Source: an optimization exercise on an open RTL-to-GDS flow (aim: a short achievable clock period and few clock cycles). Production flows keep margins and buffers that such runs may drop.
In this exercise RTL edits were held to simulation tests only and were not proved equivalent to the original.
No activity file was given, so power comes from the tool's default toggle rates.

## flow/design.v (module list and top-level ports; edited modules follow where they fit)
// module ks_add: 30 lines
// module booth_enc: 10 lines
// module mul_tree: 1760 lines
// module cpu: 551 lines
module cpu(
	input	clk,
	input	rst,
	input [31:0] rom_data_i,
	output [31:0] rom_addr_o,
	output rom_ce_o,
	input [31:0] ram_data_i,
	output [31:0] ram_addr_o,
	output [31:0] ram_data_o,
	output ram_we_o,
	output [3:0] ram_sel_o,
	output ram_ce_o
);
  // ...
==> flow/run.sh <==
#!/bin/bash
# synth_recipe.tcl (not shown) runs the flow's synth.tcl, then flattens the netlist and writes it again
# the make line also repeats each setting of config.mk as NAME=value (left out here)
make -C /OpenROAD-flow-scripts/flow DESIGN_CONFIG=/design/flow/config.mk WORK_HOME=/design/flow/orfs CLKGATE_MAP_FILE= SYNTH_SCRIPT=/design/flow/synth_recipe.tcl finish
==> flow/config.mk <==
export PLATFORM = sky130hd
export DESIGN_NAME = cpu
export DESIGN_NICKNAME = cpu
export VERILOG_FILES = /design/flow/design.v
export SDC_FILE = /design/flow/constraint.sdc
export NUM_CORES = 8
export LEC_CHECK = 0
export CAP_MARGIN = 40
export CORE_MARGIN = 2
export CORE_UTILIZATION = 40
export SETUP_SLACK_MARGIN = 0.4
export SLEW_MARGIN = 30
==> flow/constraint.sdc <==
create_clock -name core_clock -period 13.5 [get_ports {clk}]
set_input_delay 2.7000 -clock core_clock [delete_from_list [all_inputs] [get_ports {clk}]]
set_output_delay 2.7000 -clock core_clock [all_outputs]
set_load 0.01 [all_outputs]
==> qor.tcl, run 1 <==
set qor(grt_start_max_net_pins) 79
set qor(synth_top_family_by_area) {compound AO/OA/AOI/OAI gates}
set qor(tap-cell-count) 3958
set qor(clock_tree_from_tritoncts) {done}
set qor(sequential_power_uw) 7090
set qor(switching_power_uw) 15900
set qor(regToRegSetupSlack_ps) 6120
set qor(cts_setup_buffers) 0
set qor(hold-path-endpoint) {w_mulgpr}
set qor(cts_inserted_buffers) 192
set qor(detail_route.wirelength.met1_um) 225000
set qor(switching_share_pct) 47.5
set qor(syn_inst) 11853
set qor(post_synth_main_area_contributors) {sky130_fd_sc_hd__edfxtp_1 (30%), sky130_fd_sc_hd__fa_1 (11%), sky130_fd_sc_hd__a22oi_1 (8.9%), sky130_fd_sc_hd__dfxtp_1 (7.9%), sky130_fd_sc_hd__xor2_1 (4.3%)}
set qor(pwr-share-seq_pct) 21.2
set qor(worst_r2r_startpoint) {d_inst[24]}
set qor(timing.critical_path.mode_cell) {sky130_fd_sc_hd__buf_4}
set qor(cp_slowest_cell) {sky130_fd_sc_hd__buf_4}
set qor(totalNegativeSetupSlack_ps) 0
set qor(die_w_um) 553
set qor(clock_power_share_pct) 16.1
set qor(async_flop_share_pct) 0
set qor(yosys.area.top_type) {sky130_fd_sc_hd__edfxtp_1}
set qor(drt_first_pass_iters) 14
set qor(final.signal_buffer_count) 745
set qor(regArea_um2) 46100
set qor(clock_buffer_and_inverter_area_fraction_after_layout_pct) 4.57
set qor(pwr-share-comb_pct) 62.7
set qor(highest_count_cells_in_the_layout_ignoring_fill_and_taps) {sky130_fd_sc_hd__a22oi_1 (1424), sky130_fd_sc_hd__edfxtp_1 (1214), sky130_fd_sc_hd__inv_1 (866)}
set qor(drtIter0Drc) 22196
set qor(post-synth-top-count-cell) {sky130_fd_sc_hd__a22oi_1}
set qor(status) {no timing/DRC/antenna violations}
set qor(cts-hold-fix-buffers) 0
set qor(area.growth.synth_to_final_pct) 12.5
set qor(clk_transition_reported_paths_ps) 60
set qor(seq_area_share_pct) 34.0
Testbench counts, summed over its fixed seeds: cycles 354,988.
==> module cpu, before the edit <==
module cpu(
	input	clk,
	input	rst,
	input [31:0] rom_data_i,
	output [31:0] rom_addr_o,
	output rom_ce_o,
	input [31:0] ram_data_i,
	output [31:0] ram_addr_o,
	output [31:0] ram_data_o,
	output ram_we_o,
	output [3:0] ram_sel_o,
	output ram_ce_o
);
	localparam R_ADD = 4'd0, R_LOGIC = 4'd1, R_SHIFT = 4'd2, R_SLT = 4'd3,
	           R_SLTU = 4'd4, R_CLZ = 4'd5, R_CLO = 4'd6, R_PASSA = 4'd7,
	           R_HI = 4'd8, R_LO = 4'd9, R_LOAD = 4'd10, R_ZERO = 4'd11;
	localparam L_LB = 3'd0, L_LBU = 3'd1, L_LH = 3'd2, L_LHU = 3'd3,
	           L_LW = 3'd4, L_LWL = 3'd5, L_LWR = 3'd6;
	reg        ce;
	reg [31:0] pc;
	reg        d_valid;
	reg [31:0] d_inst;
	reg [31:0] d_ohs;         
	reg [31:0] d_oht;         
	reg        e_valid;
	reg        e_wreg;        
	reg [4:0]  e_wd;
	reg [3:0]  e_rsel;
	reg [1:0]  e_lop;
	reg [1:0]  e_sop;
	reg        e_sub;
	reg        e_ovchk;
	reg        e_movz;
	reg        e_movn;
	reg        e_fadd;        
	reg        e_fslt;        
	reg        e_fsltu;       
	reg [31:0] e_a;
	reg [31:0] e_b;
	reg        e_mem;
	reg        e_store;
	reg [31:0] e_addr;
	reg [3:0]  e_sel;
	reg [31:0] e_sdata;
	reg [2:0]  e_stype;
	reg [2:0]  e_ltype;
	reg [1:0]  e_boff;
	reg        e_mulgpr;
	reg        e_mul64;
	reg        e_acc;
	reg        e_msub;
	reg        e_mthi;
	reg        e_mtlo;
	reg [32:0] m_a;
	reg [16:0] m_one, m_two, m_neg;
	reg        w_valid;
	reg        w_wreg;        
	reg [4:0]  w_wd;
	reg [31:0] w_res;
	reg        w_mulgpr;
	reg        w_mul64;
	reg        w_acc;
	reg        w_msub;
	reg        w_mthi;
	reg        w_mtlo;
	reg [63:0] w_ms;
	reg [63:0] w_mc;
	reg [63:0] hs;            
	reg [63:0] hc;
	reg [1023:0] rfv;         
	function [31:0] sfmt(input [2:0] st, input [1:0] bo, input [31:0] v);
		begin
			case (st)
				3'd0: sfmt = {v[7:0], v[7:0], v[7:0], v[7:0]};
				3'd1: sfmt = {v[15:0], v[15:0]};
				3'd3: case (bo)
					2'b00: sfmt = v;
					2'b01: sfmt = {8'b0, v[31:8]};
					2'b10: sfmt = {16'b0, v[31:16]};
					default: sfmt = {24'b0, v[31:24]};
				endcase
				3'd4: case (bo)
					2'b00: sfmt = {v[7:0], 24'b0};
					2'b01: sfmt = {v[15:0], 16'b0};
					2'b10: sfmt = {v[23:0], 8'b0};
					default: sfmt = v;
				endcase
				default: sfmt = v;
			endcase
		end
	endfunction
	wire [31:0] ea     = e_a;
	wire [31:0] eb     = e_b;
	wire [31:0] e_bx   = e_sub ? ~eb : eb;
	wire [32:0] e_sum;
	ks_add #(32, 5) e_add(.a(ea), .b(e_bx), .cin(e_sub), .s(e_sum[31:0]), .cout(e_sum[32]));
	wire        e_bm31 = eb[31] ^ (e_sub & (|eb[30:0]));
	wire        e_ov   = (~ea[31] & ~e_bm31 & e_sum[31]) | (ea[31] & e_bm31 & ~e_sum[31]);
	wire        e_slt  = (ea[31] & ~eb[31]) | (~(ea[31] ^ eb[31]) & e_sum[31]);
	wire        e_sltu = ~e_sum[32];
	reg [31:0] e_logic;
	always @(*) begin
		case (e_lop)
			2'd0: e_logic = ea & eb;
			2'd1: e_logic = ea | eb;
			2'd2: e_logic = ea ^ eb;
			default: e_logic = ~(ea | eb);
		endcase
	end
	wire [63:0] e_sra = {{32{eb[31]}}, eb} >> ea[4:0];
	reg [31:0] e_shift;
	always @(*) begin
		case (e_sop)
			2'd0: e_shift = eb << ea[4:0];
			2'd1: e_shift = eb >> ea[4:0];
			default: e_shift = e_sra[31:0];
		endcase
	end
	function [5:0] clz32(input [31:0] x);
		integer k;
		begin
			clz32 = 6'd32;
			for (k = 0; k < 32; k = k + 1)
				if (x[k]) clz32 = 6'd31 - k[5:0];
		end
	endfunction
	reg [31:0] e_ld;
	always @(*) begin
		case (e_ltype)
			L_LB: case (e_boff)
				2'b00: e_ld = {{24{ram_data_i[31]}}, ram_data_i[31:24]};
				2'b01: e_ld = {{24{ram_data_i[23]}}, ram_data_i[23:16]};
				2'b10: e_ld = {{24{ram_data_i[15]}}, ram_data_i[15:8]};
				default: e_ld = {{24{ram_data_i[7]}}, ram_data_i[7:0]};
			endcase
			L_LBU: case (e_boff)
				2'b00: e_ld = {24'b0, ram_data_i[31:24]};
				2'b01: e_ld = {24'b0, ram_data_i[23:16]};
				2'b10: e_ld = {24'b0, ram_data_i[15:8]};
				default: e_ld = {24'b0, ram_data_i[7:0]};
			endcase
			L_LH: case (e_boff)
				2'b00: e_ld = {{16{ram_data_i[31]}}, ram_data_i[31:16]};
				2'b10: e_ld = {{16{ram_data_i[15]}}, ram_data_i[15:0]};
				default: e_ld = 32'b0;
			endcase
			L_LHU: case (e_boff)
				2'b00: e_ld = {16'b0, ram_data_i[31:16]};
				2'b10: e_ld = {16'b0, ram_data_i[15:0]};
				default: e_ld = 32'b0;
			endcase
			L_LWL: case (e_boff)
				2'b00: e_ld = ram_data_i;
				2'b01: e_ld = {ram_data_i[23:0], eb[7:0]};
				2'b10: e_ld = {ram_data_i[15:0], eb[15:0]};
				default: e_ld = {ram_data_i[7:0], eb[23:0]};
			endcase
			L_LWR: case (e_boff)
				2'b00: e_ld = {eb[31:8], ram_data_i[31:24]};
				2'b01: e_ld = {eb[31:16], ram_data_i[31:16]};
				2'b10: e_ld = {eb[31:24], ram_data_i[31:8]};
				default: e_ld = ram_data_i;
			endcase
			default: e_ld = ram_data_i;
		endcase
	end
	wire [63:0] hilo;
	wire        hilo_co;
	ks_add #(64, 6) h_add(.a(hs), .b(hc), .cin(1'b0), .s(hilo), .cout(hilo_co));
	reg [31:0] e_res;
	always @(*) begin
		case (e_rsel)
			R_ADD:   e_res = e_sum[31:0];
			R_LOGIC: e_res = e_logic;
			R_SHIFT: e_res = e_shift;
			R_SLT:   e_res = {31'b0, e_slt};
			R_SLTU:  e_res = {31'b0, e_sltu};
			R_CLZ:   e_res = {26'b0, clz32(ea)};
			R_CLO:   e_res = {26'b0, clz32(~ea)};
			R_PASSA: e_res = ea;
			R_HI:    e_res = hilo[63:32];
			R_LO:    e_res = hilo[31:0];
			R_LOAD:  e_res = e_ld;
			default: e_res = 32'b0;
		endcase
	end
	wire e_bz = (eb == 32'b0);
	wire e_wr = e_valid & e_wreg & ~(e_ovchk & e_ov) & ~(e_movz & ~e_bz) & ~(e_movn & e_bz);
	wire [63:0] e_ms, e_mc;
	mul_tree mt(.a(m_a), .one(m_one), .two(m_two), .neg(m_neg), .s(e_ms), .c(e_mc));
	assign rom_addr_o = pc;
	assign rom_ce_o   = ce;
	assign ram_addr_o = e_addr;
	assign ram_data_o = e_sdata;
	assign ram_sel_o  = e_sel;
	assign ram_ce_o   = e_mem;
	assign ram_we_o   = e_store & ~rst;
	wire [31:0] w_mlo;
	wire        w_mco;
	ks_add #(32, 5) w_add(.a(w_ms[31:0]), .b(w_mc[31:0]), .cin(1'b0), .s(w_mlo), .cout(w_mco));
	wire [31:0] w_val = w_mulgpr ? w_mlo : w_res;
	wire [63:0] w_x  = w_msub ? ~w_ms : w_ms;
	wire [63:0] w_y  = w_msub ? ~w_mc : w_mc;
	wire [63:0] w_u  = hs ^ hc ^ w_x;
	wire [63:0] w_v  = {((hs[62:0] & hc[62:0]) | (hs[62:0] & w_x[62:0]) | (hc[62:0] & w_x[62:0])), w_msub};
	wire [63:0] w_s2 = w_u ^ w_v ^ w_y;
	wire [63:0] w_c2 = {((w_u[62:0] & w_v[62:0]) | (w_u[62:0] & w_y[62:0]) | (w_v[62:0] & w_y[62:0])), w_msub};
	always @(posedge clk) begin
		if (w_valid) begin
			if (w_mul64 & ~w_acc) begin
				hs <= w_ms;
				hc <= w_mc;
			end
			if (w_acc) begin
				hs <= w_s2;
				hc <= w_c2;
			end
			if (w_mthi) begin
				hs <= {w_res, hilo[31:0]};
				hc <= 64'b0;
			end
			if (w_mtlo) begin
				hs <= {hilo[63:32], w_res};
				hc <= 64'b0;
			end
		end
	end
	wire [5:0]  op  = d_inst[31:26];
	wire [4:0]  rs  = d_inst[25:21];
	wire [4:0]  rt  = d_inst[20:16];
	wire [4:0]  rd  = d_inst[15:11];
	wire [4:0]  sa  = d_inst[10:6];
	wire [5:0]  fn  = d_inst[5:0];
	wire [15:0] imm = d_inst[15:0];
	wire [31:0] simm = {{16{imm[15]}}, imm};
	wire [31:0] zimm = {16'b0, imm};
	genvar gr;
	generate
		for (gr = 1; gr < 32; gr = gr + 1) begin : rfw
			always @(posedge clk) begin
				if (w_wreg && w_wd == gr) rfv[32*gr +: 32] <= w_val;
			end
		end
	endgenerate
	function [31:0] rfrd(input [31:0] oh);
		integer k;
		begin
			rfrd = 32'b0;
			for (k = 1; k < 32; k = k + 1)
				rfrd = rfrd | ({32{oh[k]}} & rfv[32*k +: 32]);
		end
	endfunction
	wire [31:0] ra = rfrd(d_ohs);
	wire [31:0] rb = rfrd(d_oht);
	wire w_rs  = w_wreg & (w_wd == rs) & (rs != 5'd0);
	wire w_rt  = w_wreg & (w_wd == rt) & (rt != 5'd0);
	wire w_mrs = w_rs & w_mulgpr;
	wire w_mrt = w_rt & w_mulgpr;
	wire [31:0] fa = w_rs ? w_res : ra;
	wire [31:0] fb = w_rt ? w_res : rb;
	wire [31:0] va = w_rs ? w_val : ra;
	wire [31:0] vb = w_rt ? w_val : rb;
	wire e_rs = e_valid & e_wreg & (e_wd == rs) & (rs != 5'd0);
	wire e_rt = e_valid & e_wreg & (e_wd == rt) & (rt != 5'd0);
	reg        i_valid;       
	reg        i_wreg;
	reg [4:0]  i_wd;
	reg [3:0]  i_rsel;
	reg [1:0]  i_lop;
	reg [1:0]  i_sop;
	reg        i_sub;
	reg        i_ovchk;
	reg        i_movz, i_movn;
	reg [1:0]  i_asrc;        
	reg [1:0]  i_bsrc;        
	reg        i_rda, i_rdb;  
	reg        i_load, i_store;
	reg [2:0]  i_ltype;
	reg [2:0]  i_stype;       
	reg        i_mulgpr, i_mul64, i_acc, i_msub, i_msign, i_mthi, i_mtlo;
	reg        i_mfhl;
	reg [2:0]  i_br;          
	reg        i_j, i_jr;
	always @(*) begin
		i_valid = 1'b0; i_wreg = 1'b0; i_wd = rd; i_rsel = R_ZERO;
		i_lop = 2'd0; i_sop = 2'd0; i_sub = 1'b0; i_ovchk = 1'b0;
		i_movz = 1'b0; i_movn = 1'b0; i_asrc = 2'd0; i_bsrc = 2'd0;
		i_rda = 1'b0; i_rdb = 1'b0; i_load = 1'b0; i_store = 1'b0;
		i_ltype = L_LW; i_stype = 3'd2;
		i_mulgpr = 1'b0; i_mul64 = 1'b0; i_acc = 1'b0; i_msub = 1'b0;
		i_msign = 1'b0; i_mthi = 1'b0; i_mtlo = 1'b0; i_mfhl = 1'b0;
		i_br = 3'd0; i_j = 1'b0; i_jr = 1'b0;
		case (op)
			6'b000000: begin
				if (sa == 5'd0) begin
					case (fn)
						6'b100101: begin i_valid=1; i_wreg=1; i_rsel=R_LOGIC; i_lop=2'd1; i_rda=1; i_rdb=1; end  
						6'b100100: begin i_valid=1; i_wreg=1; i_rsel=R_LOGIC; i_lop=2'd0; i_rda=1; i_rdb=1; end  
						6'b100110: begin i_valid=1; i_wreg=1; i_rsel=R_LOGIC; i_lop=2'd2; i_rda=1; i_rdb=1; end  
						6'b100111: begin i_valid=1; i_wreg=1; i_rsel=R_LOGIC; i_lop=2'd3; i_rda=1; i_rdb=1; end  
						6'b000100: begin i_valid=1; i_wreg=1; i_rsel=R_SHIFT; i_sop=2'd0; i_rda=1; i_rdb=1; end  
						6'b000110: begin i_valid=1; i_wreg=1; i_rsel=R_SHIFT; i_sop=2'd1; i_rda=1; i_rdb=1; end  
						6'b000111: begin i_valid=1; i_wreg=1; i_rsel=R_SHIFT; i_sop=2'd2; i_rda=1; i_rdb=1; end  
						6'b010000: begin i_valid=1; i_wreg=1; i_rsel=R_HI; i_mfhl=1; end  
						6'b010010: begin i_valid=1; i_wreg=1; i_rsel=R_LO; i_mfhl=1; end  
						6'b010001: begin i_valid=1; i_rsel=R_PASSA; i_rda=1; i_mthi=1; end  
						6'b010011: begin i_valid=1; i_rsel=R_PASSA; i_rda=1; i_mtlo=1; end  
						6'b001011: begin i_valid=1; i_wreg=1; i_rsel=R_PASSA; i_movn=1; i_rda=1; i_rdb=1; end  
						6'b001010: begin i_valid=1; i_wreg=1; i_rsel=R_PASSA; i_movz=1; i_rda=1; i_rdb=1; end  
						6'b101010: begin i_valid=1; i_wreg=1; i_rsel=R_SLT; i_sub=1; i_rda=1; i_rdb=1; end  
						6'b101011: begin i_valid=1; i_wreg=1; i_rsel=R_SLTU; i_sub=1; i_rda=1; i_rdb=1; end  
						6'b100000: begin i_valid=1; i_wreg=1; i_rsel=R_ADD; i_ovchk=1; i_rda=1; i_rdb=1; end  
						6'b100001: begin i_valid=1; i_wreg=1; i_rsel=R_ADD; i_rda=1; i_rdb=1; end  
						6'b100010: begin i_valid=1; i_wreg=1; i_rsel=R_ADD; i_sub=1; i_ovchk=1; i_rda=1; i_rdb=1; end  
						6'b100011: begin i_valid=1; i_wreg=1; i_rsel=R_ADD; i_sub=1; i_rda=1; i_rdb=1; end  
						6'b011000: begin i_valid=1; i_mul64=1; i_msign=1; i_rda=1; i_rdb=1; end  
						6'b011001: begin i_valid=1; i_mul64=1; i_rda=1; i_rdb=1; end  
						6'b001000: begin i_valid=1; i_jr=1; i_rda=1; end  
						6'b001001: begin i_valid=1; i_jr=1; i_rda=1; i_wreg=1; i_rsel=R_PASSA; i_asrc=2'd2; end  
						default: ;
					endcase
				end
				if (d_inst[31:21] == 11'b0) begin
					if (fn == 6'b000000) begin i_valid=1; i_wreg=1; i_rsel=R_SHIFT; i_sop=2'd0; i_rda=0; i_rdb=1; i_asrc=2'd1; i_wd=rd; i_jr=0; i_mul64=0; i_msign=0; i_mfhl=0; i_mthi=0; i_mtlo=0; i_movz=0; i_movn=0; i_ovchk=0; i_sub=0; end
					else if (fn == 6'b000010) begin i_valid=1; i_wreg=1; i_rsel=R_SHIFT; i_sop=2'd1; i_rda=0; i_rdb=1; i_asrc=2'd1; i_wd=rd; end
					else if (fn == 6'b000011) begin i_valid=1; i_wreg=1; i_rsel=R_SHIFT; i_sop=2'd2; i_rda=0; i_rdb=1; i_asrc=2'd1; i_wd=rd; end
				end
			end
			6'b001101: begin i_valid=1; i_wreg=1; i_wd=rt; i_rsel=R_LOGIC; i_lop=2'd1; i_rda=1; i_bsrc=2'd2; end  
			6'b001100: begin i_valid=1; i_wreg=1; i_wd=rt; i_rsel=R_LOGIC; i_lop=2'd0; i_rda=1; i_bsrc=2'd2; end  
			6'b001110: begin i_valid=1; i_wreg=1; i_wd=rt; i_rsel=R_LOGIC; i_lop=2'd2; i_rda=1; i_bsrc=2'd2; end  
			6'b001111: begin i_valid=1; i_wreg=1; i_wd=rt; i_rsel=R_LOGIC; i_lop=2'd1; i_rda=1; i_bsrc=2'd3; end  
			6'b001010: begin i_valid=1; i_wreg=1; i_wd=rt; i_rsel=R_SLT; i_sub=1; i_rda=1; i_bsrc=2'd1; end  
			6'b001011: begin i_valid=1; i_wreg=1; i_wd=rt; i_rsel=R_SLTU; i_sub=1; i_rda=1; i_bsrc=2'd1; end  
			6'b001000: begin i_valid=1; i_wreg=1; i_wd=rt; i_rsel=R_ADD; i_ovchk=1; i_rda=1; i_bsrc=2'd1; end  
			6'b001001: begin i_valid=1; i_wreg=1; i_wd=rt; i_rsel=R_ADD; i_rda=1; i_bsrc=2'd1; end  
			6'b000010: begin i_valid=1; i_j=1; end  
			6'b000011: begin i_valid=1; i_j=1; i_wreg=1; i_wd=5'd31; i_rsel=R_PASSA; i_asrc=2'd2; end  
			6'b000100: begin i_valid=1; i_br=3'd1; i_rda=1; i_rdb=1; end  
			6'b000101: begin i_valid=1; i_br=3'd2; i_rda=1; i_rdb=1; end  
			6'b000110: begin i_valid=1; i_br=3'd3; i_rda=1; end  
			6'b000111: begin i_valid=1; i_br=3'd4; i_rda=1; end  
			6'b000001: begin
				case (rt)
					5'b00000: begin i_valid=1; i_br=3'd5; i_rda=1; end  
					5'b00001: begin i_valid=1; i_br=3'd6; i_rda=1; end  
					5'b10000: begin i_valid=1; i_br=3'd5; i_rda=1; i_wreg=1; i_wd=5'd31; i_rsel=R_PASSA; i_asrc=2'd2; end  
					5'b10001: begin i_valid=1; i_br=3'd6; i_rda=1; i_wreg=1; i_wd=5'd31; i_rsel=R_PASSA; i_asrc=2'd2; end  
					default: ;
				endcase
			end
			6'b100000: begin i_valid=1; i_wreg=1; i_wd=rt; i_rsel=R_LOAD; i_rda=1; i_load=1; i_ltype=L_LB; end
			6'b100100: begin i_valid=1; i_wreg=1; i_wd=rt; i_rsel=R_LOAD; i_rda=1; i_load=1; i_ltype=L_LBU; end
			6'b100001: begin i_valid=1; i_wreg=1; i_wd=rt; i_rsel=R_LOAD; i_rda=1; i_load=1; i_ltype=L_LH; end
			6'b100101: begin i_valid=1; i_wreg=1; i_wd=rt; i_rsel=R_LOAD; i_rda=1; i_load=1; i_ltype=L_LHU; end
			6'b100011: begin i_valid=1; i_wreg=1; i_wd=rt; i_rsel=R_LOAD; i_rda=1; i_load=1; i_ltype=L_LW; end
			6'b100010: begin i_valid=1; i_wreg=1; i_wd=rt; i_rsel=R_LOAD; i_rda=1; i_rdb=1; i_load=1; i_ltype=L_LWL; end
			6'b100110: begin i_valid=1; i_wreg=1; i_wd=rt; i_rsel=R_LOAD; i_rda=1; i_rdb=1; i_load=1; i_ltype=L_LWR; end
			6'b101000: begin i_valid=1; i_rda=1; i_rdb=1; i_store=1; i_stype=3'd0; end  
			6'b101001: begin i_valid=1; i_rda=1; i_rdb=1; i_store=1; i_stype=3'd1; end  
			6'b101011: begin i_valid=1; i_rda=1; i_rdb=1; i_store=1; i_stype=3'd2; end  
			6'b101010: begin i_valid=1; i_rda=1; i_rdb=1; i_store=1; i_stype=3'd3; end  
			6'b101110: begin i_valid=1; i_rda=1; i_rdb=1; i_store=1; i_stype=3'd4; end  
			6'b011100: begin
				case (fn)
					6'b100000: begin i_valid=1; i_wreg=1; i_rsel=R_CLZ; i_rda=1; end  
					6'b100001: begin i_valid=1; i_wreg=1; i_rsel=R_CLO; i_rda=1; end  
					6'b000010: begin i_valid=1; i_wreg=1; i_mulgpr=1; i_msign=1; i_rda=1; i_rdb=1; end  
					6'b000000: begin i_valid=1; i_mul64=1; i_acc=1; i_msign=1; i_rda=1; i_rdb=1; end  
					6'b000001: begin i_valid=1; i_mul64=1; i_acc=1; i_rda=1; i_rdb=1; end  
					6'b000100: begin i_valid=1; i_mul64=1; i_acc=1; i_msub=1; i_msign=1; i_rda=1; i_rdb=1; end  
					6'b000101: begin i_valid=1; i_mul64=1; i_acc=1; i_msub=1; i_rda=1; i_rdb=1; end  
					default: ;
				endcase
			end
			default: ;
		endcase
	end
	wire [31:0] link = pc + 32'd4;
	reg  [31:0] opa, opb;
	always @(*) begin
		case (i_asrc)
			2'd1: opa = {27'b0, sa};
			2'd2: opa = link;
			default: opa = va;
		endcase
		case (i_bsrc)
			2'd1: opb = simm;
			2'd2: opb = zimm;
			2'd3: opb = {imm, 16'b0};
			default: opb = vb;
		endcase
	end
	wire [16:0] b_one, b_two, b_neg;
	booth_enc be(.b({i_msign & vb[31], vb}), .one(b_one), .two(b_two), .neg(b_neg));
	wire [31:0] agu2;
	wire        agu2_co;
	ks_add #(32, 5) a2_add(.a(fa), .b(simm), .cin(1'b0), .s(agu2), .cout(agu2_co));
	wire [31:0] g_s  = ea ^ e_bx ^ simm;
	wire [31:0] g_c  = (ea & e_bx) | (ea & simm) | (e_bx & simm);
	wire [31:0] agu3;
	wire        agu3_co;
	ks_add #(32, 5) a3_add(.a(g_s), .b({g_c[30:0], e_sub}), .cin(1'b0), .s(agu3), .cout(agu3_co));
	wire [31:0] agu  = e_rs ? agu3 : agu2;
	wire [1:0]  boff = agu[1:0];
	reg  [3:0]  ssel;
	always @(*) begin
		case (i_stype)
			3'd0: case (boff)
				2'b00: ssel = 4'b1000;
				2'b01: ssel = 4'b0100;
				2'b10: ssel = 4'b0010;
				default: ssel = 4'b0001;
			endcase
			3'd1: case (boff)
				2'b00: ssel = 4'b1100;
				2'b10: ssel = 4'b0011;
				default: ssel = 4'b0000;
			endcase
			3'd2: ssel = 4'b1111;
			3'd3: case (boff)
				2'b00: ssel = 4'b1111;
				2'b01: ssel = 4'b0111;
				2'b10: ssel = 4'b0011;
				default: ssel = 4'b0001;
			endcase
			default: case (boff)
				2'b00: ssel = 4'b1000;
				2'b01: ssel = 4'b1100;
				2'b10: ssel = 4'b1110;
				default: ssel = 4'b1111;
			endcase
		endcase
	end
	wire d_aligned = (i_load & (i_ltype == L_LWL | i_ltype == L_LWR)) | (i_store & (i_stype == 3'd3 | i_stype == 3'd4));
	wire [31:0] maddr = d_aligned ? {agu[31:2], 2'b00} : agu;
	wire dep_a = i_rda & e_rs;
	wire dep_b = i_rdb & e_rt;
	wire [31:0] bx = dep_a ? fb : fa;       
	wire [32:0] fk  = {(ea & e_bx) | ((ea ^ e_bx) & ~bx), e_sub};
	wire        feq = ~|(ea ^ e_bx ^ bx ^ fk[31:0]);
	wire [32:0] fk0 = {ea | e_bx, e_sub};
	wire        feqz = ~|(ea ^ e_bx ^ fk0[31:0]);
	wire        e_lt = e_fslt ? e_slt : e_sltu;
	wire        seq = (bx[31:1] == 31'b0) & (bx[0] == e_lt);
	wire eq  = (dep_a | dep_b) ? (e_fadd ? feq : seq) : (fa == fb);
	wire eqz = dep_a ? (e_fadd ? feqz : ~e_lt) : (fa == 32'b0);
	wire ltz = dep_a ? (e_fadd & e_sum[31]) : fa[31];
	reg  btaken;
	always @(*) begin
		case (i_br)
			3'd1: btaken = eq;
			3'd2: btaken = ~eq;
			3'd3: btaken = ltz | eqz;
			3'd4: btaken = ~ltz & ~eqz;
			3'd5: btaken = ltz;
			3'd6: btaken = ~ltz;
			default: btaken = 1'b0;
		endcase
	end
	wire [31:0] btarget;
	wire        bt_co;
	ks_add #(32, 5) b_add(.a(pc), .b({simm[29:0], 2'b00}), .cin(1'b0), .s(btarget), .cout(bt_co));
	wire [31:0] jtarget = {pc[31:28], d_inst[25:0], 2'b00};
	wire e_fast = e_fadd | e_fslt | e_fsltu;
	wire hz_mul = e_valid & e_mulgpr & (dep_a | dep_b);
	wire hz_hl  = i_mfhl & ((e_valid & (e_mul64 | e_mthi | e_mtlo)) | (w_valid & (w_mul64 | w_mthi | w_mtlo)));
	wire hz_br  = (i_br != 3'd0) & ((dep_a & dep_b) | ((dep_a | dep_b) & ~e_fast) | w_mrs | (i_rdb & w_mrt));
	wire hz_jr  = i_jr & (dep_a | w_mrs);
	wire hz_ag  = (i_load | i_store) & ((dep_a & ~e_fadd) | w_mrs);
	wire hz_mop = (i_mulgpr | i_mul64) & (dep_a | dep_b);
	wire stall  = d_valid & (hz_mul | hz_hl | hz_br | hz_jr | hz_ag | hz_mop);
	wire go     = d_valid & ~stall & i_valid;
	wire redirect = d_valid & ~stall & (i_j | i_jr | (btaken & (i_br != 3'd0)));
	wire [31:0] rtarget = i_jr ? fa : (i_j ? jtarget : btarget);
	always @(posedge clk) begin
		ce <= ~rst;
		if (rst | ~ce) begin
			pc <= 32'b0;
			d_valid <= 1'b0;
		end else if (~stall) begin
			pc <= redirect ? rtarget : pc + 32'd4;
			d_valid <= 1'b1;
		end
		if (~stall) begin
			d_inst <= rom_data_i;
			d_ohs  <= 32'b1 << rom_data_i[25:21];
			d_oht  <= 32'b1 << rom_data_i[20:16];
		end
	end
	always @(posedge clk) begin
		if (rst) begin
			e_valid <= 1'b0;
			e_mem <= 1'b0;
			e_store <= 1'b0;
		end else begin
			e_valid <= go;
			e_mem   <= go & (i_load | i_store);
			e_store <= go & i_store;
		end
		e_wreg  <= i_wreg;
		e_wd    <= i_wd;
		e_rsel  <= i_rsel;
		e_lop   <= i_lop;
		e_sop   <= i_sop;
		e_sub   <= i_sub;
		e_ovchk <= i_ovchk;
		e_movz  <= i_movz;
		e_movn  <= i_movn;
		e_fadd  <= (i_rsel == R_ADD) & ~i_ovchk;
		e_fslt  <= (i_rsel == R_SLT);
		e_fsltu <= (i_rsel == R_SLTU);
		e_a     <= ((i_asrc == 2'd0) & dep_a & e_wr) ? e_res : opa;
		e_b     <= ((i_bsrc == 2'd0) & dep_b & e_wr) ? e_res : opb;
		e_addr  <= maddr;
		e_sel   <= i_load ? 4'b1111 : ssel;
		e_sdata <= sfmt(i_stype, boff, (dep_b & e_wr) ? e_res : vb);
		e_stype <= i_stype;
		e_ltype <= i_ltype;
		e_boff  <= boff;
		e_mulgpr <= i_mulgpr;
		e_mul64 <= i_mul64;
		e_acc   <= i_acc;
		e_msub  <= i_msub;
		e_mthi  <= i_mthi;
		e_mtlo  <= i_mtlo;
		m_a     <= {i_msign & va[31], va};
		m_one   <= b_one;
		m_two   <= b_two;
		m_neg   <= b_neg;
	end
	always @(posedge clk) begin
		if (rst) begin
			w_valid <= 1'b0;
			w_wreg <= 1'b0;
		end else begin
			w_valid <= e_valid;
			w_wreg <= e_wr;
		end
		w_wd     <= e_wd;
		w_res    <= e_res;
		w_mulgpr <= e_mulgpr;
		w_mul64  <= e_mul64;
		w_acc    <= e_acc;
		w_msub   <= e_msub;
		w_mthi   <= e_mthi;
		w_mtlo   <= e_mtlo;
		w_ms     <= e_ms;
		w_mc     <= e_mc;
	end
endmodule
==> run 2: changes to the inputs <==
--- a/flow/design.v
+++ b/flow/design.v
@@ -1821,17 +1821,20 @@
 	           R_HI = 4'd8, R_LO = 4'd9, R_LOAD = 4'd10, R_ZERO = 4'd11;
 	localparam L_LB = 3'd0, L_LBU = 3'd1, L_LH = 3'd2, L_LHU = 3'd3,
 	           L_LW = 3'd4, L_LWL = 3'd5, L_LWR = 3'd6;
-	reg        ce;
+	reg        rst_q;         
 	reg [31:0] pc;
 	reg        d_valid;
 	reg [31:0] d_inst;
 	reg [31:0] d_ohs;         
 	reg [31:0] d_oht;         
+	reg        d_fws, d_fwt;  
+	reg        d_fes, d_fet;  
+	reg        d_depa, d_depb;  
 	reg        e_valid;
 	reg        e_wreg;        
 	reg [4:0]  e_wd;
-	reg [3:0]  e_rsel;
-	reg [1:0]  e_lop;
+	reg [10:0] e_rs1;         
+	reg [3:0]  e_lop1;        
 	reg [1:0]  e_sop;
 	reg        e_sub;
 	reg        e_ovchk;
@@ -1842,14 +1845,18 @@
 	reg        e_fsltu;       
 	reg [31:0] e_a;
 	reg [31:0] e_b;
+	reg [31:0] e_bx;          
+	reg        e_cw;          
+	reg        e_sfwd;        
 	reg        e_mem;
 	reg        e_store;
 	reg [31:0] e_addr;
 	reg [3:0]  e_sel;
 	reg [31:0] e_sdata;
-	reg [2:0]  e_stype;
-	reg [2:0]  e_ltype;
+	reg [15:0] e_ssel;        
 	reg [1:0]  e_boff;
+	reg [27:0] e_lsel;        
+	reg [3:0]  e_sgn;         
 	reg        e_mulgpr;
 	reg        e_mul64;
 	reg        e_acc;
@@ -1868,6 +1875,7 @@
 	reg        w_msub;
 	reg        w_mthi;
 	reg        w_mtlo;
+	reg        w_cw;
 	reg [63:0] w_ms;
 	reg [63:0] w_mc;
 	reg [63:0] hs;            
@@ -1896,22 +1904,14 @@
 	endfunction
 	wire [31:0] ea     = e_a;
 	wire [31:0] eb     = e_b;
-	wire [31:0] e_bx   = e_sub ? ~eb : eb;
 	wire [32:0] e_sum;
 	ks_add #(32, 5) e_add(.a(ea), .b(e_bx), .cin(e_sub), .s(e_sum[31:0]), .cout(e_sum[32]));
 	wire        e_bm31 = eb[31] ^ (e_sub & (|eb[30:0]));
 	wire        e_ov   = (~ea[31] & ~e_bm31 & e_sum[31]) | (ea[31] & e_bm31 & ~e_sum[31]);
 	wire        e_slt  = (ea[31] & ~eb[31]) | (~(ea[31] ^ eb[31]) & e_sum[31]);
 	wire        e_sltu = ~e_sum[32];
-	reg [31:0] e_logic;
-	always @(*) begin
-		case (e_lop)
-			2'd0: e_logic = ea & eb;
-			2'd1: e_logic = ea | eb;
-			2'd2: e_logic = ea ^ eb;
-			default: e_logic = ~(ea | eb);
-		endcase
-	end
+	wire [31:0] e_logic = ({32{e_lop1[0]}} & (ea & eb)) | ({32{e_lop1[1]}} & (ea | eb)) |
+	                      ({32{e_lop1[2]}} & (ea ^ eb)) | ({32{e_lop1[3]}} & ~(ea | eb));
 	wire [63:0] e_sra = {{32{eb[31]}}, eb} >> ea[4:0];
 	reg [31:0] e_shift;
 	always @(*) begin
@@ -1929,74 +1929,45 @@
 				if (x[k]) clz32 = 6'd31 - k[5:0];
 		end
 	endfunction
-	reg [31:0] e_ld;
+	wire        e_sx = |(e_sgn & {ram_data_i[31], ram_data_i[23], ram_data_i[15], ram_data_i[7]});
+	reg  [31:0] e_ld;
+	integer lk;
 	always @(*) begin
-		case (e_ltype)
-			L_LB: case (e_boff)
-				2'b00: e_ld = {{24{ram_data_i[31]}}, ram_data_i[31:24]};
-				2'b01: e_ld = {{24{ram_data_i[23]}}, ram_data_i[23:16]};
-				2'b10: e_ld = {{24{ram_data_i[15]}}, ram_data_i[15:8]};
-				default: e_ld = {{24{ram_data_i[7]}}, ram_data_i[7:0]};
-			endcase
-			L_LBU: case (e_boff)
-				2'b00: e_ld = {24'b0, ram_data_i[31:24]};
-				2'b01: e_ld = {24'b0, ram_data_i[23:16]};
-				2'b10: e_ld = {24'b0, ram_data_i[15:8]};
-				default: e_ld = {24'b0, ram_data_i[7:0]};
-			endcase
-			L_LH: case (e_boff)
-				2'b00: e_ld = {{16{ram_data_i[31]}}, ram_data_i[31:16]};
-				2'b10: e_ld = {{16{ram_data_i[15]}}, ram_data_i[15:0]};
-				default: e_ld = 32'b0;
-			endcase
-			L_LHU: case (e_boff)
-				2'b00: e_ld = {16'b0, ram_data_i[31:16]};
-				2'b10: e_ld = {16'b0, ram_data_i[15:0]};
-				default: e_ld = 32'b0;
-			endcase
-			L_LWL: case (e_boff)
-				2'b00: e_ld = ram_data_i;
-				2'b01: e_ld = {ram_data_i[23:0], eb[7:0]};
-				2'b10: e_ld = {ram_data_i[15:0], eb[15:0]};
-				default: e_ld = {ram_data_i[7:0], eb[23:0]};
-			endcase
-			L_LWR: case (e_boff)
-				2'b00: e_ld = {eb[31:8], ram_data_i[31:24]};
-				2'b01: e_ld = {eb[31:16], ram_data_i[31:16]};
-				2'b10: e_ld = {eb[31:24], ram_data_i[31:8]};
-				default: e_ld = ram_data_i;
-			endcase
-			default: e_ld = ram_data_i;
-		endcase
+		for (lk = 0; lk < 4; lk = lk + 1)
+			e_ld[8*lk +: 8] = ({8{e_lsel[7*lk+6]}} & ram_data_i[31:24]) |
+			                  ({8{e_lsel[7*lk+5]}} & ram_data_i[23:16]) |
+			                  ({8{e_lsel[7*lk+4]}} & ram_data_i[15:8]) |
+			                  ({8{e_lsel[7*lk+3]}} & ram_data_i[7:0]) |
+			                  ({8{e_lsel[7*lk+2]}} & eb[8*lk +: 8]) |
+			                  ({8{e_lsel[7*lk+1] & e_sx}});
 	end
 	wire [63:0] hilo;
 	wire        hilo_co;
 	ks_add #(64, 6) h_add(.a(hs), .b(hc), .cin(1'b0), .s(hilo), .cout(hilo_co));
-	reg [31:0] e_res;
-	always @(*) begin
-		case (e_rsel)
-			R_ADD:   e_res = e_sum[31:0];
-			R_LOGIC: e_res = e_logic;
-			R_SHIFT: e_res = e_shift;
-			R_SLT:   e_res = {31'b0, e_slt};
-			R_SLTU:  e_res = {31'b0, e_sltu};
-			R_CLZ:   e_res = {26'b0, clz32(ea)};
-			R_CLO:   e_res = {26'b0, clz32(~ea)};
-			R_PASSA: e_res = ea;
-			R_HI:    e_res = hilo[63:32];
-			R_LO:    e_res = hilo[31:0];
-			R_LOAD:  e_res = e_ld;
-			default: e_res = 32'b0;
-		endcase
-	end
+	wire [31:0] e_alu = ({32{e_rs1[0]}} & e_sum[31:0]) |
+	                    ({32{e_rs1[1]}} & e_logic) |
+	                    ({32{e_rs1[2]}} & e_shift) |
+	                    {31'b0, (e_rs1[3] & e_slt) | (e_rs1[4] & e_sltu)} |
+	                    {26'b0, ({6{e_rs1[5]}} & clz32(ea)) | ({6{e_rs1[6]}} & clz32(~ea))} |
+	                    ({32{e_rs1[7]}} & ea) |
+	                    ({32{e_rs1[8]}} & hilo[63:32]) |
+	                    ({32{e_rs1[9]}} & hilo[31:0]);
+	wire [31:0] e_res = e_alu | ({32{e_rs1[10]}} & e_ld);
 	wire e_bz = (eb == 32'b0);
 	wire e_wr = e_valid & e_wreg & ~(e_ovchk & e_ov) & ~(e_movz & ~e_bz) & ~(e_movn & e_bz);
 	wire [63:0] e_ms, e_mc;
 	mul_tree mt(.a(m_a), .one(m_one), .two(m_two), .neg(m_neg), .s(e_ms), .c(e_mc));
 	assign rom_addr_o = pc;
-	assign rom_ce_o   = ce;
+	assign rom_ce_o   = ~rst_q;
 	assign ram_addr_o = e_addr;
-	assign ram_data_o = e_sdata;
+	wire [31:0] e_sv = e_sfwd ? w_res : e_sdata;
+	genvar gs;
+	generate
+		for (gs = 0; gs < 4; gs = gs + 1) begin : sd
+			assign ram_data_o[8*gs +: 8] = ({8{e_ssel[4*gs+3]}} & e_sv[31:24]) | ({8{e_ssel[4*gs+2]}} & e_sv[23:16]) |
+			                               ({8{e_ssel[4*gs+1]}} & e_sv[15:8])  | ({8{e_ssel[4*gs+0]}} & e_sv[7:0]);
+		end
+	endgenerate
 	assign ram_sel_o  = e_sel;
 	assign ram_ce_o   = e_mem;
 	assign ram_we_o   = e_store & ~rst;
@@ -2057,16 +2028,16 @@
 	endfunction
 	wire [31:0] ra = rfrd(d_ohs);
 	wire [31:0] rb = rfrd(d_oht);
-	wire w_rs  = w_wreg & (w_wd == rs) & (rs != 5'd0);
-	wire w_rt  = w_wreg & (w_wd == rt) & (rt != 5'd0);
+	wire w_rs  = d_fws;
+	wire w_rt  = d_fwt;
 	wire w_mrs = w_rs & w_mulgpr;
 	wire w_mrt = w_rt & w_mulgpr;
 	wire [31:0] fa = w_rs ? w_res : ra;
 	wire [31:0] fb = w_rt ? w_res : rb;
 	wire [31:0] va = w_rs ? w_val : ra;
 	wire [31:0] vb = w_rt ? w_val : rb;
-	wire e_rs = e_valid & e_wreg & (e_wd == rs) & (rs != 5'd0);
-	wire e_rt = e_valid & e_wreg & (e_wd == rt) & (rt != 5'd0);
+	wire e_rs = d_fes;
+	wire e_rt = d_fet;
 	reg        i_valid;       
 	reg        i_wreg;
 	reg [4:0]  i_wd;
@@ -2239,8 +2210,67 @@
 	end
 	wire d_aligned = (i_load & (i_ltype == L_LWL | i_ltype == L_LWR)) | (i_store & (i_stype == 3'd3 | i_stype == 3'd4));
 	wire [31:0] maddr = d_aligned ? {agu[31:2], 2'b00} : agu;
-	wire dep_a = i_rda & e_rs;
-	wire dep_b = i_rdb & e_rt;
+	function [6:0] lane(input [1:0] m);    
+		lane = 7'b0001000 << m;
+	endfunction
+	localparam [6:0] LT = 7'b0000100, LS = 7'b0000010, LZ = 7'b0000001;
+	reg [27:0] lsel;
+	reg [3:0]  lsgn;
+	always @(*) begin
+		lsgn = 4'b0000;
+		case (i_ltype)
+			L_LB, L_LBU: begin
+				lsel = {(i_ltype == L_LB) ? {LS, LS, LS} : {LZ, LZ, LZ}, lane(2'd3 - boff)};
+				lsgn = 4'b0001 << (2'd3 - boff);
+			end
+			L_LH, L_LHU: begin
+				case (boff)
+					2'b00: begin lsel = {(i_ltype == L_LH) ? {LS, LS} : {LZ, LZ}, lane(2'd3), lane(2'd2)}; lsgn = 4'b1000; end
+					2'b10: begin lsel = {(i_ltype == L_LH) ? {LS, LS} : {LZ, LZ}, lane(2'd1), lane(2'd0)}; lsgn = 4'b0010; end
+					default: lsel = {LZ, LZ, LZ, LZ};
+				endcase
+			end
+			L_LWL: begin
+				case (boff)
+					2'b00: lsel = {lane(2'd3), lane(2'd2), lane(2'd1), lane(2'd0)};
+					2'b01: lsel = {lane(2'd2), lane(2'd1), lane(2'd0), LT};
+					2'b10: lsel = {lane(2'd1), lane(2'd0), LT, LT};
+					default: lsel = {lane(2'd0), LT, LT, LT};
+				endcase
+			end
+			L_LWR: begin
+				case (boff)
+					2'b00: lsel = {LT, LT, LT, lane(2'd3)};
+					2'b01: lsel = {LT, LT, lane(2'd3), lane(2'd2)};
+					2'b10: lsel = {LT, lane(2'd3), lane(2'd2), lane(2'd1)};
+					default: lsel = {lane(2'd3), lane(2'd2), lane(2'd1), lane(2'd0)};
+				endcase
+			end
+			default: lsel = {lane(2'd3), lane(2'd2), lane(2'd1), lane(2'd0)};
+		endcase
+	end
+	reg [15:0] sbyte;
+	always @(*) begin
+		case (i_stype)
+			3'd0: sbyte = 16'b0001_0001_0001_0001;
+			3'd1: sbyte = 16'b0010_0001_0010_0001;
+			3'd3: case (boff)
+				2'b00: sbyte = 16'b1000_0100_0010_0001;
+				2'b01: sbyte = 16'b0000_1000_0100_0010;
+				2'b10: sbyte = 16'b0000_0000_1000_0100;
+				default: sbyte = 16'b0000_0000_0000_1000;
+			endcase
+			3'd4: case (boff)
+				2'b00: sbyte = 16'b0001_0000_0000_0000;
+				2'b01: sbyte = 16'b0010_0001_0000_0000;
+				2'b10: sbyte = 16'b0100_0010_0001_0000;
+				default: sbyte = 16'b1000_0100_0010_0001;
+			endcase
+			default: sbyte = 16'b1000_0100_0010_0001;
+		endcase
+	end
+	wire dep_a = d_depa;
+	wire dep_b = d_depb;
 	wire [31:0] bx = dep_a ? fb : fa;       
 	wire [32:0] fk  = {(ea & e_bx) | ((ea ^ e_bx) & ~bx), e_sub};
 	wire        feq = ~|(ea ^ e_bx ^ bx ^ fk[31:0]);
@@ -2274,27 +2304,44 @@
 	wire hz_jr  = i_jr & (dep_a | w_mrs);
 	wire hz_ag  = (i_load | i_store) & ((dep_a & ~e_fadd) | w_mrs);
 	wire hz_mop = (i_mulgpr | i_mul64) & (dep_a | dep_b);
-	wire stall  = d_valid & (hz_mul | hz_hl | hz_br | hz_jr | hz_ag | hz_mop);
+	wire hz_cw  = ((dep_a | dep_b) & e_cw) | (w_cw & ((i_rda & d_fws) | (i_rdb & d_fwt)));
+	wire stall  = d_valid & (hz_mul | hz_hl | hz_br | hz_jr | hz_ag | hz_mop | hz_cw);
 	wire go     = d_valid & ~stall & i_valid;
-	wire redirect = d_valid & ~stall & (i_j | i_jr | (btaken & (i_br != 3'd0)));
-	wire [31:0] rtarget = i_jr ? fa : (i_j ? jtarget : btarget);
+	wire [5:0] f_op  = rom_data_i[31:26];
+	wire       f_rda = ~(f_op == 6'd2 | f_op == 6'd3);
+	wire       f_rdb = ~(f_op == 6'd1 | f_op == 6'd2 | f_op == 6'd3 | f_op == 6'd6 | f_op == 6'd7 |
+	                     f_op[5:3] == 3'b001 | f_op == 6'h20 | f_op == 6'h21 | f_op == 6'h23 |
+	                     f_op == 6'h24 | f_op == 6'h25);
+	wire [4:0] n_rs = stall ? rs : rom_data_i[25:21];
+	wire [4:0] n_rt = stall ? rt : rom_data_i[20:16];
+	wire        hold  = ~d_valid | stall;
+	wire        isbr  = d_valid & (i_br != 3'd0);
+	wire [31:0] pc4   = pc + 32'd4;
+	wire [31:0] pc_nt = (d_valid & ~stall & i_jr) ? fa : (d_valid & ~stall & i_j) ? jtarget : pc4;
+	wire [31:0] pc_tk = btarget;
 	always @(posedge clk) begin
-		ce <= ~rst;
-		if (rst | ~ce) begin
+		rst_q <= rst;
+		if (rst_q) begin
 			pc <= 32'b0;
 			d_valid <= 1'b0;
-		end else if (~stall) begin
-			pc <= redirect ? rtarget : pc + 32'd4;
-			d_valid <= 1'b1;
+		end else begin
+			if (~stall) pc <= (isbr & btaken) ? pc_tk : pc_nt;
+			if (~stall) d_valid <= 1'b1;
 		end
 		if (~stall) begin
 			d_inst <= rom_data_i;
 			d_ohs  <= 32'b1 << rom_data_i[25:21];
 			d_oht  <= 32'b1 << rom_data_i[20:16];
 		end
+		d_fws <= e_valid & e_wreg & (e_wd == n_rs) & (n_rs != 5'd0);
+		d_fwt <= e_valid & e_wreg & (e_wd == n_rt) & (n_rt != 5'd0);
+		d_fes <= go & i_wreg & (i_wd == rom_data_i[25:21]) & (rom_data_i[25:21] != 5'd0);
+		d_fet <= go & i_wreg & (i_wd == rom_data_i[20:16]) & (rom_data_i[20:16] != 5'd0);
+		d_depa <= go & i_wreg & (i_wd == rom_data_i[25:21]) & (rom_data_i[25:21] != 5'd0) & f_rda;
+		d_depb <= go & i_wreg & (i_wd == rom_data_i[20:16]) & (rom_data_i[20:16] != 5'd0) & f_rdb;
 	end
 	always @(posedge clk) begin
-		if (rst) begin
+		if (rst_q) begin
 			e_valid <= 1'b0;
 			e_mem <= 1'b0;
 			e_store <= 1'b0;
@@ -2305,8 +2352,10 @@
 		end
 		e_wreg  <= i_wreg;
 		e_wd    <= i_wd;
-		e_rsel  <= i_rsel;
-		e_lop   <= i_lop;
+		e_rs1   <= {i_rsel == R_LOAD, i_rsel == R_LO, i_rsel == R_HI, i_rsel == R_PASSA, i_rsel == R_CLO,
+		            i_rsel == R_CLZ, i_rsel == R_SLTU, i_rsel == R_SLT, i_rsel == R_SHIFT, i_rsel == R_LOGIC,
+		            i_rsel == R_ADD};
+		e_lop1  <= {i_lop == 2'd3, i_lop == 2'd2, i_lop == 2'd1, i_lop == 2'd0};
 		e_sop   <= i_sop;
 		e_sub   <= i_sub;
 		e_ovchk <= i_ovchk;
@@ -2315,14 +2364,18 @@
 		e_fadd  <= (i_rsel == R_ADD) & ~i_ovchk;
 		e_fslt  <= (i_rsel == R_SLT);
 		e_fsltu <= (i_rsel == R_SLTU);
-		e_a     <= ((i_asrc == 2'd0) & dep_a & e_wr) ? e_res : opa;
-		e_b     <= ((i_bsrc == 2'd0) & dep_b & e_wr) ? e_res : opb;
+		e_a     <= ((i_asrc == 2'd0) & dep_a) ? e_res : opa;
+		e_b     <= ((i_bsrc == 2'd0) & dep_b) ? e_res : opb;
+		e_bx    <= ((i_bsrc == 2'd0) & dep_b) ? (e_res ^ {32{i_sub}}) : (opb ^ {32{i_sub}});
+		e_cw    <= i_ovchk | i_movz | i_movn;
+		e_sfwd  <= i_store & dep_b;
 		e_addr  <= maddr;
 		e_sel   <= i_load ? 4'b1111 : ssel;
-		e_sdata <= sfmt(i_stype, boff, (dep_b & e_wr) ? e_res : vb);
-		e_stype <= i_stype;
-		e_ltype <= i_ltype;
+		e_sdata <= vb;
+		e_ssel  <= sbyte;
 		e_boff  <= boff;
+		e_lsel  <= lsel;
+		e_sgn   <= lsgn;
 		e_mulgpr <= i_mulgpr;
 		e_mul64 <= i_mul64;
 		e_acc   <= i_acc;
@@ -2335,7 +2388,7 @@
 		m_neg   <= b_neg;
 	end
 	always @(posedge clk) begin
-		if (rst) begin
+		if (rst_q) begin
 			w_valid <= 1'b0;
 			w_wreg <= 1'b0;
 		end else begin
@@ -2350,6 +2403,7 @@
 		w_msub   <= e_msub;
 		w_mthi   <= e_mthi;
 		w_mtlo   <= e_mtlo;
+		w_cw     <= e_cw;
 		w_ms     <= e_ms;
 		w_mc     <= e_mc;
 	end
==> flow/flow/run.sh (new file) <==
#!/bin/bash
# Layout flow: the standard flow (standard.sh, standard synthesis) with
#  - timing repair aiming for 7.5 ns of setup slack at the design's clock
#    period (the SDC is unchanged), so that repair works on the real paths,
#  - sizing not restricted to cells of the same footprint,
#  - port buffers of sky130_fd_sc_hd__buf_4.
# make's output goes to flow.log; ORFS's per-step logs are under orfs/logs.
set -o pipefail
bash standard.sh SETUP_SLACK_MARGIN=7.5 MATCH_CELL_FOOTPRINT=0 \
  "BUFFER_PORTS_ARGS=-buffer_cell sky130_fd_sc_hd__buf_4" finish > flow.log 2>&1
==> flow/standard.sh (new file) <==
#!/bin/bash
# synth_recipe.tcl (not shown) runs the flow's synth.tcl, then flattens the netlist and writes it again
# the make line also repeats each setting of config.mk as NAME=value (left out here)
make -C /OpenROAD-flow-scripts/flow DESIGN_CONFIG=/design/flow/config.mk WORK_HOME=/design/flow/orfs CLKGATE_MAP_FILE= SYNTH_SCRIPT=/design/flow/synth_recipe.tcl "${@:-finish}"
removed: flow/run.sh
==> run 2 against run 1 <==
Hold slack lost 6.1 ps. Die area down 0.81%. Combinational power shrank 4%. Flip-flop and latch count grew 57. Worst setup slack improved by 1300 ps. Total power decreased by 0.29%. Core utilization increased by 0.26 points. Maximum frequency up 22%. Cell count fell by 1.5%. Register-to-register slack improved by 1300 ps. Sequential share of layout area is 0.96 points higher. Critical endpoint is now pc[15]. Largest cell class unchanged. Highest routed layer unchanged.
==> qor.tcl, run 2 <==
set qor(relSlewSlack_pct) 19.2 ;# was 23.8%
set qor(clock_skew_ps) 111 ;# was 116 ps
set qor(initial_core_util_pct) 40.3 ;# was 40.2%
set qor(max_slew_violation_count) 0 ;# unchanged
set qor(drc) 0 ;# unchanged
set qor(number_of_flops_mapped_to_enable_cells_by_yosys) 1214 ;# unchanged
set qor(clock_tree_from_tritoncts) {done} ;# unchanged
set qor(switching_share_pct) 46.5 ;# was 47.5%
set qor(cts-hold-fix-buffers) 0 ;# unchanged
set qor(mappedNetlistNets) 12728 ;# was 12945
set qor(nets) 12745 ;# was 12937
set qor(placedCellCount) 15338 ;# was 15575
set qor(syn_inst) 11635 ;# was 11853
set qor(cts_inserted_buffers) 200 ;# was 192
set qor(crit_path_to) {pc[15]} ;# was pc[14]
set qor(ys_dominant_reg_cell) {sky130_fd_sc_hd__edfxtp_1} ;# unchanged
set qor(powerDensity_nw_per_um2) 246 ;# about the same
set qor(die_h_um) 551 ;# was 553 um
set qor(synthesis.area_per_instance_um2) 10.3 ;# was 10.2 um2
set qor(drt-vias-per-instance) 6.96 ;# was 7.01
set qor(dieArea_um2) 304000 ;# was 306000 um2
set qor(clock_tree.buffer_depth) 4 ;# unchanged
set qor(clk_latency_ps) 940 ;# was 920 ps
set qor(finalCoreUtilization_pct) 45.5 ;# was 45.2%
set qor(area.growth.synth_to_final_pct) 13.0 ;# was 12.5%
set qor(highest_count_cells_in_the_layout_ignoring_fill_and_taps) {sky130_fd_sc_hd__a22oi_1 (1469), sky130_fd_sc_hd__edfxtp_1 (1214), sky130_fd_sc_hd__nand2_1 (898)} ;# was sky130_fd_sc_hd__a22oi_1 (1424), sky130_fd_sc_hd__edfxtp_1 (1214), sky130_fd_sc_hd__inv_1 (866)
set qor(async_flop_share_pct) 0 ;# unchanged
set qor(unrepaired_setup_endpoints_after_global_routing) {true} ;# was false
set qor(critical_path_peak_fanout) 39 ;# was 75
set qor(overflow) 0 ;# unchanged
set qor(synth_top_cells_by_count) {sky130_fd_sc_hd__a22oi_1 (1471), sky130_fd_sc_hd__edfxtp_1 (1214), sky130_fd_sc_hd__nand2_1 (899)} ;# was sky130_fd_sc_hd__a22oi_1 (1424), sky130_fd_sc_hd__edfxtp_1 (1214), sky130_fd_sc_hd__inv_1 (868)
set qor(cts_root_buf) {sky130_fd_sc_hd__clkbuf_16} ;# unchanged
set qor(grt_pass1_wl_um) 882000 ;# was 874000 um
set qor(crit_type) {register to register} ;# unchanged
set qor(clk_transition_reported_paths_ps) 70 ;# was 60 ps
set qor(clock_power_share_pct) 17.4 ;# was 16.1%
set qor(h_tree_levels) 4 ;# unchanged
set qor(most_common_cell_after_layout_fill_and_taps_aside) {sky130_fd_sc_hd__a22oi_1} ;# unchanged
set qor(timing.critical_path.from_type) {register} ;# unchanged
set qor(cp_required_ps) 14300 ;# was 14280 ps
set qor(totalNegativeSetupSlack_ps) 0 ;# unchanged
set qor(static-leakage-power_uw) 0.0525 ;# was 0.0510 uW
set qor(status) {no timing/DRC/antenna violations} ;# unchanged
set qor(switching_power_uw) 15500 ;# was 15900 uW
set qor(regToRegSetupSlack_ps) 7460 ;# was 6120 ps
set qor(pin_count) 169 ;# unchanged
set qor(pwr-share-seq_pct) 22.2 ;# was 21.2%
set qor(syn_area_um2) 120000 ;# was 121000 um2
set qor(min-delay-path-class) {register to register} ;# unchanged
set qor(die_w_um) 551 ;# was 553 um
set qor(drt_first_pass_iters) 12 ;# was 14
set qor(largest_register_ff_count) 992 ;# unchanged
set qor(layout_min_cycle_time_ps) 6040 ;# was 7380 ps
set qor(post-synth-top-count-cell) {sky130_fd_sc_hd__a22oi_1} ;# unchanged
set qor(worst_r2r_endpoint) {pc[15]} ;# was pc[14]
set qor(route.detailed.wl_per_inst_um) 41.4 ;# was 40.4 um
set qor(max_cap_violations) 0 ;# unchanged
set qor(max_flop_register) {rfv} ;# unchanged
set qor(antenna_found_initial) 40 ;# was 50
set qor(floorplan.rows) 200 ;# was 201
set qor(timing.final.hold_violations) 0 ;# unchanged
set qor(clock_sink_count) 1750 ;# was 1693
set qor(setup.worst_path.start) {d_fws} ;# was d_inst[24]
set qor(finalSetupViolCount) 0 ;# unchanged
set qor(post_synth_main_area_contributors) {sky130_fd_sc_hd__edfxtp_1 (30%), sky130_fd_sc_hd__fa_1 (11%), sky130_fd_sc_hd__a22oi_1 (9.2%), sky130_fd_sc_hd__dfxtp_1 (9.0%), sky130_fd_sc_hd__ha_1 (3.9%)} ;# was sky130_fd_sc_hd__edfxtp_1 (30%), sky130_fd_sc_hd__fa_1 (11%), sky130_fd_sc_hd__a22oi_1 (8.9%), sky130_fd_sc_hd__dfxtp_1 (7.9%), sky130_fd_sc_hd__xor2_1 (4.3%)
set qor(yosys.area.top_type) {sky130_fd_sc_hd__edfxtp_1} ;# unchanged
set qor(drtIter0Drc) 19714 ;# was 22196
set qor(worst_r2r_path_depth) 21 ;# was 20
set qor(routabilityCongestion) 1.04 ;# was 1.06
set qor(final.period_utilization_pct) 44.7 ;# was 54.7%
set qor(final-instance-count-excl-fill) 15764 ;# was 16000
set qor(ir_drop_worst_case_vdd_mv) 0.517 ;# was 0.620 mV
set qor(synth_cell_type_count) 91 ;# was 92
set qor(core-area_um2) 297000 ;# was 300000 um2
set qor(yosys_register_bits) 1750 ;# was 1693
set qor(detailroute.via_count) 109713 ;# was 112192
set qor(cp_data_arrival_time_ps) 6840 ;# was 8170 ps
set qor(sequential_share_of_the_synthesized_area_pct) 39.4 ;# was 38.2%
set qor(power_report.internal_total_uw) 17800 ;# was 17500 uW
set qor(grt_pass1_vias) 104512 ;# was 106593
set qor(grt_util_all_layers_pct) 41.9 ;# was 40.6%
set qor(maxClockFrequency_mhz) 166 ;# was 135 MHz
set qor(worst_r2r_startpoint) {d_fws} ;# was d_inst[24]
set qor(final_layout_size_suffix_gt1_share_pct) 11.6 ;# was 10.2%
set qor(dpl.hpwl_um) 450000 ;# was 444000 um
set qor(worstSetupEndpointType) {register} ;# unchanged
set qor(detail_route.wirelength_um) 653000 ;# was 646000 um
set qor(grt_start_max_net_pins) 75 ;# was 79
set qor(tightest_slew_ps) 1210 ;# was 1140 ps
set qor(syn_warnings) 3 ;# unchanged
set qor(io_buffer_count) 168 ;# unchanged
set qor(route.antenna.remaining_nets) 0 ;# unchanged
set qor(yosysTopAreaCellShare_pct) 30.5 ;# was 30.2%
set qor(pwr-share-comb_pct) 60.4 ;# was 62.7%
## run 2: cell types whose count changed after synthesis, moves of 45 or more
| cell | previous run | this run |
|---|---|---|
| sky130_fd_sc_hd__a2bb2oi_1 | 1 | 46 |
| sky130_fd_sc_hd__nand2_1 | 507 | 899 |
| sky130_fd_sc_hd__nand3_1 | 266 | 159 |
| sky130_fd_sc_hd__a31oi_1 | 115 | 29 |
| sky130_fd_sc_hd__xnor2_1 | 476 | 529 |
| sky130_fd_sc_hd__a22oi_1 | 1424 | 1471 |
| sky130_fd_sc_hd__mux2i_1 | 316 | 263 |
| sky130_fd_sc_hd__a22o_1 | 29 | 118 |
| sky130_fd_sc_hd__dfxtp_1 | 479 | 536 |
| sky130_fd_sc_hd__clkbuf_1 | 803 | 752 |
| sky130_fd_sc_hd__nand4_1 | 294 | 141 |
| sky130_fd_sc_hd__inv_1 | 868 | 807 |
| sky130_fd_sc_hd__xor2_1 | 596 | 527 |
| sky130_fd_sc_hd__nor2_1 | 843 | 622 |
## run 2: area by class of cell
cell class              count  area [um2]
fillers                 27715      162000
well taps                3939        4930
diodes                     14        35.0
flip-flops and latches   1750       47200
inverters                 812        3050
clock inverters           122        1350
clock buffers             239        5450
multi-input cells        8180       66900
repair buffers            708        6290
## run 2: stage by stage
step / worst slack (ps) / hold WS, ps / total power, uW / cell area, um2
after floorplan: 7510 / 310 / 19800 / 120000
after global placement: 6320 / 310 / 26800 / 126000
after detailed placement: 6790 / 312 / 27300 / 127000
after CTS: 7500 / 324 / 33100 / 135000
after global routing: 7350 / 328 / 35600 / 135000
final: 7460 / 324 / 33300 / 135000
## run 2: worst min-delay path by stage
stage           start     end  slack (ps)  depth (start not counted)
3_5_place_dp   e_msub  w_msub         310                          0
5_1_grt        e_msub  w_msub         330                          0
6_report       e_msub  w_msub         320                          0
3_3_place_gp    e_acc   w_acc         310                          0
4_1_cts        e_msub  w_msub         320                          0
2_1_floorplan   e_acc   w_acc         310                          0
## run 2: power by group through the flow
stage	clock (uW)	combinational [uW]	sequential (uW)
floorplan	0	12800	7070
global placement	0	19300	7450
detailed placement	0	19800	7450
CTS	5790	19900	7340
global route	5990	22300	7360
finish	5790	20100	7380
## run 2: critical path, stage by stage, from the launching register on
cell and delay, ps:
sky130_fd_sc_hd__dfxtp_4 590, sky130_fd_sc_hd__buf_6 410, sky130_fd_sc_hd__buf_4 390, sky130_fd_sc_hd__a21oi_1 80
sky130_fd_sc_hd__nand4_1 120, sky130_fd_sc_hd__nor3_1 120, sky130_fd_sc_hd__a2bb2oi_1 500, sky130_fd_sc_hd__buf_4 360
sky130_fd_sc_hd__nand2_1 80, sky130_fd_sc_hd__nand2_1 200, sky130_fd_sc_hd__fa_1 430, sky130_fd_sc_hd__xnor2_1 130
sky130_fd_sc_hd__nor4_1 260, sky130_fd_sc_hd__nand4_1 170, sky130_fd_sc_hd__nor4_2 330, sky130_fd_sc_hd__nor2_1 130
sky130_fd_sc_hd__mux2_2 310, sky130_fd_sc_hd__a41oi_4 230, sky130_fd_sc_hd__buf_8 290, sky130_fd_sc_hd__and2_1 300
sky130_fd_sc_hd__buf_4 240, sky130_fd_sc_hd__a211oi_1 90
## run 2: logic make-up after synthesis
group           after synthesis  share of synthesized area (%)
xor+xnor                   1056                           7.73
compound gates             3306                           19.7
buf+inv                    1705                           5.39
simple gates               2418                           9.28
mux                         372                           3.66
flops                      1750                           39.4
fa+ha+maj                  1028                           14.8
## run 2: what timing repair did
action / CTS / global route
gates resized for setup: 40 / 46
cloned: 0 / 0
pin swaps: 1 / 8
setup endpoints to repair: 43 / 36
buffers inserted: 14 / 6
## run 2: per-layer routing
layer	share of wire, %	vias up	GRT usage (%)
li1	-	42691	-
met1	36	54560	51.8
met2	42	9783	62.2
met3	13	2657	12.1
met4	9.4	22	30.9
met5	0.031	-	0
Testbench counts of run 2, summed over its fixed seeds: cycles 354,988.

==> separate check: timing with driven ports <==
No port has a modelled driver above. Below, the same layouts with a new extraction and two added sets of constraints.
Step 1, drivers: a clkbuf_16 drives clk and a buf_2 each remaining input, both assumed.
Step 2 moves the port delays by t, midway between the first and last clock arrival at a register: inputs arrive t later, outputs are due t later. That takes back most of the time a late clock gives input paths.
Slacks: no drivers / after step 1 / after step 2; pairs: no drivers / after step 1.
| run | shift t [ns] | slack for setup (ns) | hold WS [ns] | cell pins on the clock port's net |
|---|---|---|---|---|
| run 1 | 0.982 | 6.117 / 6.117 / 6.117 | 0.330 / 0.330 / 0.330 | 1 |
| run 2 | 0.989 | 7.463 / 7.413 / 6.584 | 0.324 / 0.324 / 0.324 | 1 |
After both steps every run listed still meets setup and hold. For run 2, which loses most, drivers alone change the setup slack by -0.050 ns; drivers and shift together by -0.879 ns.
